What follows belongs to an exercise in optimizing a design on an open flow for small area and a short achievable clock period; a production flow would make more cautious choices. Where RTL was checked, it was by simulation tests only, not by an equivalence proof against the original. Power figures rest on the tool's default switching activity, not on a simulated workload.

==> flow/design.v (excerpt) <==
module user_logic
(
  Bus2IP_Clk,
  Bus2IP_Reset,
  Bus2IP_Data,
  Bus2IP_BE,
  Bus2IP_RdCE,
  Bus2IP_WrCE,
  IP2Bus_Data,
  IP2Bus_RdAck,
  IP2Bus_WrAck,
  IP2Bus_Error
);
parameter C_SLV_DWIDTH                   = 32;
parameter C_NUM_REG                      = 3;
input                                     Bus2IP_Clk;
input                                     Bus2IP_Reset;
input      [0 : C_SLV_DWIDTH-1]           Bus2IP_Data;
input      [0 : C_SLV_DWIDTH/8-1]         Bus2IP_BE;
input      [0 : C_NUM_REG-1]              Bus2IP_RdCE;
input      [0 : C_NUM_REG-1]              Bus2IP_WrCE;
output     [0 : C_SLV_DWIDTH-1]           IP2Bus_Data;
output                                    IP2Bus_RdAck;
output                                    IP2Bus_WrAck;
output                                    IP2Bus_Error;
  reg  [0:31] slv_reg0;
  reg  [0:31] slv_reg1;
  reg  [0:31] slv_reg2;
  reg         rst_d;
  integer     k;
  always @(posedge Bus2IP_Clk) begin
    if (Bus2IP_Reset) begin
      slv_reg0 <= 0;
      slv_reg1 <= 0;
    end else begin
      for (k = 0; k < 32; k = k + 1) begin
        if (Bus2IP_WrCE == 3'b100 && Bus2IP_BE[k/8]) slv_reg0[k] <= Bus2IP_Data[k];
        if (Bus2IP_WrCE == 3'b010 && Bus2IP_BE[k/8]) slv_reg1[k] <= Bus2IP_Data[k];
      end
    end
  end
  wire [31:0] a, b;
  genvar g;
  generate for (g = 0; g < 32; g = g + 1) begin : le
    assign a[g] = slv_reg0[31-g];
    assign b[g] = slv_reg1[31-g];
  end endgenerate
  wire neg0 = b[1];
  wire one0 = b[0] ^ 1'b0;
  wire two0 = (b[1] & ~b[0] & ~1'b0) | (~b[1] & b[0] & 1'b0);
  wire pp0_0 = one0 & a[0];
  ...
Settings: LEC_CHECK=0, ABC_AREA=1, CAP_MARGIN=20, CORE_MARGIN=2, CORE_UTILIZATION=40, CTS_BUF_LIST=sky130_fd_sc_hd__clkbuf_4 sky130_fd_sc_hd__clkbuf_8, GPL_ROUTABILITY_DRIVEN=0, SETUP_SLACK_MARGIN=4.3, SLEW_MARGIN=20, SYNTH_HIERARCHICAL=1, SYNTH_MINIMUM_KEEP_SIZE=0, TNS_END_PERCENT=5; clock period 8.5 ns.
standard.sh (not shown) runs the stock make flow with config.mk's settings and CLKGATE_MAP_FILE= SYNTH_SCRIPT=/design/flow/synth_recipe.tcl, a recipe that flattens the netlist after the stock synthesis.
==> flow/flow/run.sh <==
#!/bin/bash
# The standard layout, with every input and output port buffered by
# sky130_fd_sc_hd__buf_2 (buffer_ports' -buffer_cell) instead of the cell
# buffer_ports picks by itself, and the buffers ABC put in at synthesis
# removed at floorplan (REMOVE_ABC_BUFFERS) so repair_design re-buffers only
# where needed. Everything else is the standard flow.
set -euo pipefail
bash standard.sh "BUFFER_PORTS_ARGS=-buffer_cell sky130_fd_sc_hd__buf_2" REMOVE_ABC_BUFFERS=1 finish > standard.log 2>&1
==> next run, changes <==
--- a/flow/config.mk
+++ b/flow/config.mk
@@ -11,4 +11,3 @@
 export CORE_UTILIZATION = 40
-export CTS_BUF_LIST = sky130_fd_sc_hd__clkbuf_4 sky130_fd_sc_hd__clkbuf_8
-export GPL_ROUTABILITY_DRIVEN = 0
+export PLACE_DENSITY = 0.7
 export SETUP_SLACK_MARGIN = 4.3
After rerunning:
- synthesized cell count is unchanged
- hold slack loses 4.5 ps
- sequential power is about the same
==> next run, changes <==
--- a/flow/config.mk
+++ b/flow/config.mk
@@ -10,4 +10,3 @@
 export CORE_MARGIN = 2
-export CORE_UTILIZATION = 40
-export PLACE_DENSITY = 0.7
+export CORE_UTILIZATION = 30
 export SETUP_SLACK_MARGIN = 4.3
Clock-buffer cell count came out lower by 1.
Power increases by 1.1%.
Fmax goes down by 3.7%.
Routed wire length came out higher by 0.54%.
Global-route usage fell by 5.4 points.
Hold slack hardly moves.
Final area goes down by 1.2%.
Core utilization came out lower by 12 points.
Worst setup slack loses 170 ps.
==> next run, changes <==
--- a/flow/config.mk
+++ b/flow/config.mk
@@ -10,4 +10,4 @@
 export CORE_MARGIN = 2
-export CORE_UTILIZATION = 30
-export SETUP_SLACK_MARGIN = 4.3
+export CORE_UTILIZATION = 40
+export SETUP_SLACK_MARGIN = 4.5
 export SLEW_MARGIN = 20
What happened:
- worst setup slack is better by 120 ps
- clock power went down by 6.6%
- wire length went down by 2.2%
- design area went up by about 0.3%
- cell count went down by about 6%
- flip-flop and latch count stays the same
- total power went down by about 2.2%
- utilization went up by 11 points
- register-to-register slack is better by 170 ps
- sequential power hardly moves
- clock-buffer cell count went up by 1
==> next run, changes <==
==> flow/flow/run.sh (replaced) <==
#!/bin/bash
# The standard layout, with every input and output port buffered by
# sky130_fd_sc_hd__buf_1 (buffer_ports' -buffer_cell) instead of the cell
# buffer_ports picks by itself, and the buffers ABC put in at synthesis
# removed at floorplan (REMOVE_ABC_BUFFERS) so repair_design re-buffers only
# where needed. Everything else is the standard flow.
set -euo pipefail
bash standard.sh "BUFFER_PORTS_ARGS=-buffer_cell sky130_fd_sc_hd__buf_1" REMOVE_ABC_BUFFERS=1 finish > standard.log 2>&1
--- a/flow/config.mk
+++ b/flow/config.mk
@@ -11,3 +11,4 @@
 export CORE_UTILIZATION = 40
-export SETUP_SLACK_MARGIN = 4.5
+export CTS_BUF_LIST = sky130_fd_sc_hd__clkbuf_4 sky130_fd_sc_hd__clkbuf_8
+export SETUP_SLACK_MARGIN = 4.3
 export SLEW_MARGIN = 20
Effect:
- synthesized cell count does not change
- routed wire length came out higher slightly
- utilization came out higher by 0.16 points
- synthesized area is unchanged
- clock-buffer cell count came out higher by 1
- register-to-register slack loses 130 ps
- worst hold slack gains 6.5 ps
- worst setup slack loses 90 ps
- maximum frequency came out lower by a few percent


user_logic, a different RTL version from the one above (not shown whole).
Size in the first run: about 1600 cells after synthesis, about 15000 um2 of cells after synthesis.
Design user_logic, start of the top module:
module user_logic
(
  Bus2IP_Clk,
  Bus2IP_Reset,
  Bus2IP_Data,
  Bus2IP_BE,
  Bus2IP_RdCE,
  Bus2IP_WrCE,
  IP2Bus_Data,
  IP2Bus_RdAck,
  IP2Bus_WrAck,
  IP2Bus_Error
);
Settings: LEC_CHECK=0, ABC_AREA=1, CAP_MARGIN=20, CORE_MARGIN=2, CORE_UTILIZATION=40, SETUP_SLACK_MARGIN=4.6, SLEW_MARGIN=20, SYNTH_HIERARCHICAL=1, SYNTH_MINIMUM_KEEP_SIZE=0, TNS_END_PERCENT=5; clock period 8.5 ns.
==> flow/flow/run.sh <==
#!/bin/bash
# The standard layout, with every input and output port buffered by
# sky130_fd_sc_hd__buf_2 (buffer_ports' -buffer_cell) instead of the cell
# buffer_ports picks by itself. Everything else is the standard flow.
set -euo pipefail
bash standard.sh "BUFFER_PORTS_ARGS=-buffer_cell sky130_fd_sc_hd__buf_2" finish > standard.log 2>&1
==> next run, changes <==
--- a/flow/config.mk
+++ b/flow/config.mk
@@ -10,5 +10,5 @@
 export CORE_MARGIN = 2
 export CORE_UTILIZATION = 40
-export SETUP_SLACK_MARGIN = 4.6
+export SETUP_SLACK_MARGIN = 4.3
 export SLEW_MARGIN = 20
 export SYNTH_HIERARCHICAL = 1
=> Clock power hardly moves. Clock-buffer cell count rises by 2. Total power falls by 3.2%.
==> next run, changes <==
==> flow/flow/run.sh (replaced) <==
#!/bin/bash
# The standard layout, with every input and output port buffered by
# sky130_fd_sc_hd__buf_2 (buffer_ports' -buffer_cell) instead of the cell
# buffer_ports picks by itself, and the buffers ABC put in at synthesis
# removed at floorplan (REMOVE_ABC_BUFFERS) so repair_design re-buffers only
# where needed. Everything else is the standard flow.
set -euo pipefail
bash standard.sh "BUFFER_PORTS_ARGS=-buffer_cell sky130_fd_sc_hd__buf_2" REMOVE_ABC_BUFFERS=1 finish > standard.log 2>&1
- worst setup slack got worse by 14 ps
- total power goes down by 3.8%
- die area stays the same
- clock-buffer cell count rises by 3
- routed wire length goes down by 4.7%
- clock power decreases by 10%
- cell area falls by 0.40%
==> next run, changes <==
--- a/flow/config.mk
+++ b/flow/config.mk
@@ -10,5 +10,5 @@
 export CORE_MARGIN = 2
 export CORE_UTILIZATION = 40
-export SETUP_SLACK_MARGIN = 4.3
+export SETUP_SLACK_MARGIN = 4
 export SLEW_MARGIN = 20
 export SYNTH_HIERARCHICAL = 1
The changed run finished with timing, DRC and antenna clean; clock-buffer cell count stays the same; routed wire length goes down by 0.45%; worst setup slack got worse by 41 ps.


build 28:
user_logic with an RTL version that a note above also has.
For scale: ~1,600 cells after synthesis, about 160 flip-flops, roughly 0.016 mm^2 of cells after synthesis.
## user_logic
module user_logic
(
  Bus2IP_Clk,
  Bus2IP_Reset,
  Bus2IP_Data,
  Bus2IP_BE,
  Bus2IP_RdCE,
  Bus2IP_WrCE,
  IP2Bus_Data,
  IP2Bus_RdAck,
  IP2Bus_WrAck,
  IP2Bus_Error
);
export LEC_CHECK = 0
export ABC_AREA = 1
export CAP_MARGIN = 20
export CORE_MARGIN = 2
export CORE_UTILIZATION = 40
export CTS_BUF_LIST = sky130_fd_sc_hd__clkbuf_4 sky130_fd_sc_hd__clkbuf_8
export SETUP_SLACK_MARGIN = 4.3
export SLEW_MARGIN = 20
export SYNTH_HIERARCHICAL = 1
export SYNTH_MINIMUM_KEEP_SIZE = 0
export TNS_END_PERCENT = 20
create_clock -name core_clock -period 8.5 [get_ports {Bus2IP_Clk}]
==> flow/flow/run.sh <==
#!/bin/bash
# The standard layout, with every input and output port buffered by
# sky130_fd_sc_hd__buf_2 (buffer_ports' -buffer_cell) instead of the cell
# buffer_ports picks by itself, and the buffers ABC put in at synthesis
# removed at floorplan (REMOVE_ABC_BUFFERS) so repair_design re-buffers only
# where needed. Everything else is the standard flow.
set -euo pipefail
bash standard.sh "BUFFER_PORTS_ARGS=-buffer_cell sky130_fd_sc_hd__buf_2" REMOVE_ABC_BUFFERS=1 finish > standard.log 2>&1
Edits applied to the flow inputs when going from build 28 to build 8:
--- a/flow/config.mk
+++ b/flow/config.mk
@@ -11,7 +11,7 @@
 export CORE_UTILIZATION = 40
 export CTS_BUF_LIST = sky130_fd_sc_hd__clkbuf_4 sky130_fd_sc_hd__clkbuf_8
-export SETUP_SLACK_MARGIN = 4.3
+export SETUP_SLACK_MARGIN = 4.2
 export SLEW_MARGIN = 20
 export SYNTH_HIERARCHICAL = 1
 export SYNTH_MINIMUM_KEEP_SIZE = 0
-export TNS_END_PERCENT = 20
+export TNS_END_PERCENT = 5
Notes after the runs:
- Changes observed in build 8 relative to build 28: number of filler instances in the final layout increased 0.78%; portion of the clock cycle consumed by the worst path in the final layout shows an increase of 1.3 points; average wire per cell in the routed design has decreased.
- Critical path depth in build 8 is 1 lower than in build 28
- Reported for build 28 and build 8, post-synthesis average cell area turned out identical to the last digit.
- First-pass GRT wire length (build 8 over build 28): decrease, 0.44%
- Compared with build 28, build 8 shows a lower detailed-route wire length.
- Build 8 leaves less setup margin than build 28.
- Build 8: clock share of power 0.2 points above build 28
- Build 28 -> build 8: power decreased slightly
- First-pass iteration count of the detailed router (lower): build 28
## Diff of input files: build 41 against build 8
--- a/flow/config.mk
+++ b/flow/config.mk
@@ -11,5 +11,5 @@
 export CORE_UTILIZATION = 40
 export CTS_BUF_LIST = sky130_fd_sc_hd__clkbuf_4 sky130_fd_sc_hd__clkbuf_8
-export SETUP_SLACK_MARGIN = 4.2
+export SETUP_SLACK_MARGIN = 4.3
 export SLEW_MARGIN = 20
 export SYNTH_HIERARCHICAL = 1
--- outcome ---
Between build 8 and build 41, the largest voltage drop on the vdd net does not differ in any meaningful way.
The higher post-route fraction of the period consumed by the critical path of build 8 and build 41 is in build 8.
Status: number of standard cells in the layout, taps in and fillers out parity (build 41, build 8)
Compared with build 8, build 41 shows a wire length of the first global-routing pass that is about 0.37% higher.
In terms of net total in the final layout, build 8 and build 41 differ only marginally.
Comparing build 8 against build 41, there is no change at all in sequential fraction of the synthesis area.
In terms of switching portion of total power, build 41 and build 8 differ only marginally.
Final cell utilization of the core ended up 0.33 points higher on build 41 than on build 8.
Re number of buffers outside the clock class in the layout: build 8 and build 41 aren't equal, and the lower value belongs to build 8.


north:
Another version of the RTL of user_logic (not shown whole).
For scale: about 1600 cells after synthesis, about 15000 µm² of cells after synthesis.
// user_logic
module user_logic
(
  Bus2IP_Clk,
  Bus2IP_Reset,
  Bus2IP_Data,
  Bus2IP_BE,
  Bus2IP_RdCE,
  Bus2IP_WrCE,
  IP2Bus_Data,
  IP2Bus_RdAck,
  IP2Bus_WrAck,
  IP2Bus_Error
);
Settings: LEC_CHECK=0, ABC_AREA=1, CAP_MARGIN=20, CORE_MARGIN=2, CORE_UTILIZATION=40, SLEW_MARGIN=20, SYNTH_HIERARCHICAL=1, SYNTH_MINIMUM_KEEP_SIZE=0; clock period 8.5 ns.
run.sh (not shown) runs the stock make flow with config.mk's settings and CLKGATE_MAP_FILE= SYNTH_SCRIPT=/design/flow/synth_recipe.tcl, a recipe that flattens the netlist after the stock synthesis.
Stock flow here: none of the scripts above is used.
Relative to north, the following input files were edited for south:
# north
export LEC_CHECK = 0
export ABC_AREA = 1
export CAP_MARGIN = 20
export CORE_MARGIN = 2
export CORE_UTILIZATION = 40
export SLEW_MARGIN = 20
export SYNTH_HIERARCHICAL = 1
export SYNTH_MINIMUM_KEEP_SIZE = 0
create_clock -name core_clock -period 8.5 [get_ports {Bus2IP_Clk}]
# south
export LEC_CHECK = 0
export ABC_AREA = 1
export CAP_MARGIN = 20
export CORE_MARGIN = 2
export CORE_UTILIZATION = 65
export SETUP_SLACK_MARGIN = 4
export SLEW_MARGIN = 20
export SYNTH_HIERARCHICAL = 1
export SYNTH_MINIMUM_KEEP_SIZE = 0
export TNS_END_PERCENT = 5
create_clock -name core_clock -period 8.5 [get_ports {Bus2IP_Clk}]
==> comparison <==
Measured against each other, south and north differ in count of clock-buffer cells in the layout, the higher figure coming from south.
Delta (south minus north): final wirelength moved up, final worst-path setup slack moved up.
Sort south and north by sequential share of layout area desc -> top: north
Run comparison: north launch point of the critical path Bus2IP_RdCE[1]; south launch point of the critical path slv_reg0[18]
Compared with north, in south post-route fraction of the period consumed by the critical path down 11 points, total power draw +about 4.4%.


== run C ==
Another version of the RTL of user_logic (not shown whole).
export LEC_CHECK = 0
export ABC_AREA = 1
export CAP_MARGIN = 20
export CORE_MARGIN = 2
export CORE_UTILIZATION = 40
export SETUP_SLACK_MARGIN = 4
export SLEW_MARGIN = 20
export SYNTH_HIERARCHICAL = 1
export SYNTH_MINIMUM_KEEP_SIZE = 0
export TNS_END_PERCENT = 5
create_clock -name core_clock -period 8.5 [get_ports {Bus2IP_Clk}]
Run C finished every step from synthesis to the final layout, and the layout passed the timing, design-rule and antenna checks.
For run A, these inputs were changed with respect to run C:
diff --git a/flow/config.mk b/flow/config.mk
--- a/flow/config.mk
+++ b/flow/config.mk
@@ -12 +12 @@
-export SETUP_SLACK_MARGIN = 4
+export SETUP_SLACK_MARGIN = 4.5
### Flow results
Run A went all the way through synthesis, placement and routing and the layout is clean on timing, DRC and antenna.
Lower via count among run A and run C: run C
The reported leakage power reported for run A is greater than that of run C by 2.1%.
Number of flops mapped to enable cells by yosys: run A vs run C identical
Sort run A and run C by maximum operating frequency, ascending, and run C comes first.
Taking run C as the reference, in run A synthesized cell count saw little to no change, final clock period utilization by the worst path saw a decrease, wire length saw an increase, detailed-routing wirelength on met1 saw an increase.
[compare] base=run C new=run A: worst-path maximum fanout saw little to no change, routing usage on met2 up 2.4 points.
No run of this note included a check of the RTL's function; only the layout flow was run.


RTL: one of the versions met above, not the one the previous note started from.
Size in the first run: about 79 I/O pins.
clock: 8.5 ns
lec_check: 0
abc_area: 1
cap_margin: 20
core_margin: 2
core_utilization: 40
cts_buf_list: sky130_fd_sc_hd__clkbuf_4 sky130_fd_sc_hd__clkbuf_8
cts_cluster_size: 30
setup_slack_margin: 4.3
slew_margin: 20
synth_hierarchical: 1
synth_minimum_keep_size: 0
tns_end_percent: 5
standard.sh (not shown) runs the stock make flow with config.mk's settings and CLKGATE_MAP_FILE= SYNTH_SCRIPT=/design/flow/synth_recipe.tcl, a recipe that flattens the netlist after the stock synthesis.
Scripts as last shown in full above: flow/flow/run.sh
Next try:
Settings changed: CTS_CLUSTER_SIZE 30 to not set, SETUP_SLACK_MARGIN 4.3 to 4.4.
After rerunning: The new run finished clean; cell area grows slightly; combinational power stays flat; global-route usage grows by 0.32 points; sequential share of layout area shrinks by 0.11 points; non-clock buffer count grows by 4; setup slack gets worse by 21 ps; die area does not change; area after synthesis does not change; clock power shrinks slightly.

what the ideal ports hide:
In the flow no input, the clock included, has a driving cell. The finished layouts below were timed again as built, in two steps.
Step 1 (the two cells are an assumption about what drives the block):
set clk [get_ports {Bus2IP_Clk}]
set_driving_cell -lib_cell sky130_fd_sc_hd__clkbuf_16 $clk
set_driving_cell -lib_cell sky130_fd_sc_hd__buf_2 [delete_from_list [all_inputs] $clk]
Step 2 adds t to the input delays and takes it off the output delays; t is the mean of the earliest and latest rising clock arrival at the registers after step 1. Input paths then give back, and output paths get back, about the clock's delay inside the block.
Slacks: ideal ports / drivers / drivers and shift; pairs: ideal ports / drivers.
| run | t, ns | slack for setup (ns) | worst setup path at the end | worst register clock-pin slew, ns | cell pins on the clock port's net |
|---|---|---|---|---|---|
| the first run of note 1 | 0.550 | 4.213 / 4.092 / 4.092 | input to output | 0.11 / 0.11 | 1 |
| the second run of note 1 | 0.494 | 4.240 / 4.025 / 4.025 | input to output | 0.08 / 0.08 | 1 |
| the third run of note 1 | 0.514 | 4.074 / 4.026 / 4.026 | input to output | 0.07 / 0.07 | 1 |
| the fourth run of note 1 | 0.505 | 4.194 / 4.062 / 4.062 | input to output | 0.08 / 0.08 | 1 |
| the fifth run of note 1 | 0.536 | 4.103 / 4.064 / 4.064 | input to output | 0.10 / 0.10 | 1 |
| the first run of note 2 | 0.497 | 4.021 / 3.966 / 3.966 | input to output | 0.08 / 0.08 | 1 |
| the second run of note 2 | 0.501 | 4.024 / 3.985 / 3.985 | input to output | 0.07 / 0.07 | 1 |
| the third run of note 2 | 0.505 | 4.010 / 3.971 / 3.971 | input to output | 0.07 / 0.07 | 1 |
| the fourth run of note 2 | 0.501 | 3.969 / 3.929 / 3.929 | input to output | 0.07 / 0.07 | 1 |
| build 28 | 0.551 | 4.213 / 4.081 / 4.081 | input to output | 0.11 / 0.11 | 1 |
| build 8 | 0.550 | 4.104 / 4.070 / 4.070 | input to output | 0.11 / 0.11 | 1 |
| build 41 | 0.550 | 4.213 / 4.092 / 4.092 | input to output | 0.11 / 0.11 | 1 |
| north | 0.504 | 2.776 / 2.752 / 2.752 | input to output | 0.08 / 0.08 | 1 |
| south | 0.492 | 3.748 / 3.748 / 3.748 | register to register | 0.08 / 0.08 | 1 |
| run C | 0.509 | 3.986 / 3.966 / 3.966 | input to output | 0.07 / 0.07 | 1 |
| run A | 0.503 | 4.000 / 3.953 / 3.953 | input to output | 0.08 / 0.08 | 1 |
| the first run of note 6 | 0.550 | 4.213 / 4.092 / 4.092 | input to output | 0.11 / 0.11 | 1 |
| the second run of note 6 | 0.542 | 4.192 / 4.116 / 4.116 | input to output | 0.11 / 0.11 | 1 |
After both steps every run listed still meets setup and hold. The setup slack of the second run of note 1, which loses most, moves by -0.215 ns with the drivers and by -0.215 ns with both steps.
